Context: an optimization exercise on an open-source flow, tuned for small area. The choices shown serve that exercise and are no tape-out recipe.
In this exercise RTL edits were held to simulation tests only and were not proved equivalent to the original.
Power and IR drop assume default switching activity.

Design Gelu_Top, start of the top module:
module Gelu_Top
(
    input clk,
    input rst_n,
    input gelu,
    input [2:0]    in_scale,
    input [8 *32-1:0]    dat_in,
    output[8 *32-1:0]    dat_out,
    input  in_vld,
    output out_vld
);
Size: ~520 I/O pins, ~40,000 sq um of cells after synthesis.
==> flow/config.mk <==
export PLATFORM = sky130hd
export DESIGN_NAME = Gelu_Top
export DESIGN_NICKNAME = Gelu_Top
export VERILOG_FILES = /design/flow/design.v
export SDC_FILE = /design/flow/constraint.sdc
export NUM_CORES = 8
export LEC_CHECK = 0
export ABC_AREA = 1
export CAP_MARGIN = 20
export CORE_MARGIN = 2
export CORE_UTILIZATION = 30
export GPL_TIMING_DRIVEN = 0
export SETUP_SLACK_MARGIN = 0.2
export SLEW_MARGIN = 20
==> flow/constraint.sdc <==
create_clock -name core_clock -period 6.0 [get_ports {clk}]
set_input_delay 1.2000 -clock core_clock [delete_from_list [all_inputs] [get_ports {clk}]]
set_output_delay 1.2000 -clock core_clock [all_outputs]
set_load 0.01 [all_outputs]
standard.sh (not shown) runs the stock make flow with config.mk's settings and CLKGATE_MAP_FILE= SYNTH_SCRIPT=/design/flow/synth_recipe.tcl, a recipe that flattens the netlist after the stock synthesis.
==> flow/flow/run.sh <==
#!/bin/bash
# Own layout flow: the standard ORFS flow (standard.sh) with these changes:
#  - synthesis maps the logic with an area-only ABC script (flow/abc_area.script:
#    no buffering/upsizing inside ABC; OpenROAD repairs timing later) and without
#    Yosys's full/half-adder extraction;
#  - ports are buffered with sky130_fd_sc_hd__buf_1;
#  - CTS adds no dummy loads.
# make's output goes to flow_make.log here; ORFS keeps each step's log under orfs/logs.
set -euo pipefail
W=$(pwd)
rm -rf "$W/scripts"
cp -r "$FLOW_HOME/scripts" "$W/scripts"
cp "$W/flow/abc_area.script" "$W/scripts/abc_area.script"
export SCRIPTS_DIR="$W/scripts"
bash standard.sh ADDER_MAP_FILE= \
  "BUFFER_PORTS_ARGS=-buffer_cell sky130_fd_sc_hd__buf_1" \
  "CTS_ARGS=-sink_clustering_enable -repair_clock_nets -dont_use_dummy_load" \
  finish > "$W/flow_make.log" 2>&1
==> flow/flow/abc_area.script <==
strash
dch
map -a
topo
stime -c
Edit:
--- a/flow/flow/run.sh
+++ b/flow/flow/run.sh
@@ -3,2 +3,3 @@
-#  - synthesis maps the logic with an area-only ABC script (flow/abc_area.script:
-#    no buffering/upsizing inside ABC; OpenROAD repairs timing later) and without
+#  - synthesis maps the logic with its own ABC script (flow/abc_area.script: a
+#    balanced AIG mapped for area under a 2.5 ns delay target, with no buffering or
+#    upsizing inside ABC, as OpenROAD repairs timing later) and without
@@ -7 +8 @@
-#  - CTS adds no dummy loads.
+#  - CTS clusters up to 20 sinks within 80 um per leaf buffer and adds no dummy loads.
@@ -17 +18 @@
-  "CTS_ARGS=-sink_clustering_enable -repair_clock_nets -dont_use_dummy_load" \
+  "CTS_ARGS=-sink_clustering_enable -repair_clock_nets -dont_use_dummy_load -sink_clustering_size 20 -sink_clustering_max_diameter 80" \
==> flow/flow/abc_area.script (replaced) <==
strash
&get -n
&b
&put
dch
map -D 2500
topo
- CORE_UTILIZATION: 30 -> 40
- SETUP_SLACK_MARGIN: 0.2 -> 0.15
Outcome: Global-route usage increases by 8.1 points; routed wire length decreases by 7.2%; total power decreases by 6.5%; sequential share of layout area increases by 0.65 points.
Edit:
--- a/flow/flow/run.sh
+++ b/flow/flow/run.sh
@@ -8 +8 @@
-#  - CTS clusters up to 20 sinks within 80 um per leaf buffer and adds no dummy loads.
+#  - CTS adds no dummy loads.
@@ -18 +18 @@
-  "CTS_ARGS=-sink_clustering_enable -repair_clock_nets -dont_use_dummy_load -sink_clustering_size 20 -sink_clustering_max_diameter 80" \
+  "CTS_ARGS=-sink_clustering_enable -repair_clock_nets -dont_use_dummy_load" \
- SETUP_SLACK_MARGIN: 0.15 -> 0.1
=> The changed run passed the timing, design-rule and antenna checks. Maximum frequency went down by 0.70%. Clock-buffer cell count went up by 7. Cell area went up by 0.41%. Worst setup slack is worse by 40 ps. Critical path depth is unchanged.
Edit:
--- a/flow/flow/run.sh
+++ b/flow/flow/run.sh
@@ -3,3 +3,2 @@
-#  - synthesis maps the logic with its own ABC script (flow/abc_area.script: a
-#    balanced AIG mapped for area under a 2.5 ns delay target, with no buffering or
-#    upsizing inside ABC, as OpenROAD repairs timing later) and without
+#  - synthesis maps the logic with an area-only ABC script (flow/abc_area.script:
+#    no buffering/upsizing inside ABC; OpenROAD repairs timing later) and without
==> flow/flow/abc_area.script (replaced) <==
strash
dch
map -a
topo
stime -c
- CORE_UTILIZATION: 40 -> 35
After rerunning: Final cell count is higher by 2.0%. Cell area is higher by 3.8%. Setup slack improved by 22 ps. Worst hold slack improved by 22 ps. Critical path depth is higher by 9. Die area is higher by 13%. Routed wire length is higher by about 1.5%. Synthesized area is lower by about 1.1%. Global-route usage is lower by 4.3 points. Fmax is higher by about 0.4%.
Edit:
- CORE_UTILIZATION: 35 -> 40
Non-clock buffer count drops by 10.
Synthesized area does not change.
Global-route usage climbs by 4.7 points.
First-iteration DRC count drops by about a fifth.
Critical path depth drops by 3.
Hold slack got worse by 23 ps.
Die area drops by roughly a tenth.
Power stays flat.

---

Another version of the RTL of Gelu_Top (not shown whole).
Size: roughly 7400 cells after synthesis, roughly 520 I/O pins, roughly 40000 um2 of cells after synthesis.
Settings: LEC_CHECK=0, ABC_AREA=1, CAP_MARGIN=20, CORE_MARGIN=2, CORE_UTILIZATION=40, GPL_TIMING_DRIVEN=0, PLACE_DENSITY=0.7, SETUP_SLACK_MARGIN=0.15, SLEW_MARGIN=20; clock period 6.0 ns.
==> flow/flow/run.sh <==
#!/bin/bash
# Own layout flow: the standard ORFS flow (standard.sh) with these changes:
#  - synthesis maps the logic with its own ABC script (flow/abc_area.script: a
#    balanced AIG mapped for area under a 2.5 ns delay target, with no buffering or
#    upsizing inside ABC, as OpenROAD repairs timing later) and without
#    Yosys's full/half-adder extraction;
#  - ports are buffered with sky130_fd_sc_hd__buf_1;
#  - CTS clusters up to 20 sinks within 80 um per leaf buffer and adds no dummy loads.
# make's output goes to flow_make.log here; ORFS keeps each step's log under orfs/logs.
set -euo pipefail
W=$(pwd)
rm -rf "$W/scripts"
cp -r "$FLOW_HOME/scripts" "$W/scripts"
cp "$W/flow/abc_area.script" "$W/scripts/abc_area.script"
export SCRIPTS_DIR="$W/scripts"
bash standard.sh ADDER_MAP_FILE= \
  "BUFFER_PORTS_ARGS=-buffer_cell sky130_fd_sc_hd__buf_1" \
  "CTS_ARGS=-sink_clustering_enable -repair_clock_nets -dont_use_dummy_load -sink_clustering_size 20 -sink_clustering_max_diameter 80" \
  finish > "$W/flow_make.log" 2>&1
==> flow/flow/abc_area.script <==
strash
&get -n
&b
&put
dch
map -D 2500
topo
Edit:
PLACE_DENSITY = not set   (was 0.7)
The changed run completed without violations.
Synthesized area stays the same.
Global-route usage fell by 0.70 points.
Hold slack is about the same.
Setup slack gains 0.11 ns.

[what the ideal ports hide]
The results above use ideal ports. As a check the final layouts listed here were re-extracted and re-timed, cells and wires unchanged. Step 1 sets driving cells, clkbuf_16 on the clock port and buf_2 on the other inputs (assumed; they add their load-dependent delay and slew). Step 2 also shifts input and output timing later by t, the mid clock arrival at the registers, as if the neighbouring blocks saw the same clock. Slacks: ideal ports / drivers / drivers and shift; pairs: ideal ports / drivers.
| run | shift t [ns] | setup WS [ns] | latest minus earliest clock arrival (ns) | slew at the worst register clock pin (ns) | worst slew at a driven data input, ns |
|---|---|---|---|---|---|
| the first run of note 1 | 0.671 | 0.406 / 0.439 / -0.232 | 0.026 / 0.026 | 0.07 / 0.07 | 0.18 |
| the second run of note 1 | 0.724 | 0.272 / 0.313 / -0.411 | 0.065 / 0.065 | 0.08 / 0.08 | 0.16 |
| the third run of note 1 | 0.679 | 0.231 / 0.262 / -0.418 | 0.073 / 0.073 | 0.06 / 0.06 | 0.16 |
| the fourth run of note 1 | 0.671 | 0.253 / 0.302 / -0.369 | 0.027 / 0.028 | 0.06 / 0.06 | 0.14 |
| the fifth run of note 1 | 0.679 | 0.269 / 0.308 / -0.371 | 0.065 / 0.064 | 0.06 / 0.06 | 0.16 |
| the first run of note 2 | 0.701 | 0.265 / 0.306 / -0.395 | 0.061 / 0.062 | 0.09 / 0.09 | 0.13 |
| the second run of note 2 | 0.680 | 0.374 / 0.423 / -0.257 | 0.055 / 0.055 | 0.08 / 0.08 | 0.15 |
With both steps, setup timing fails in every run listed, where it was met with ideal ports. The setup slack of the second run of note 1, which loses most, moves by +0.041 ns with the drivers and by -0.683 ns with both steps.
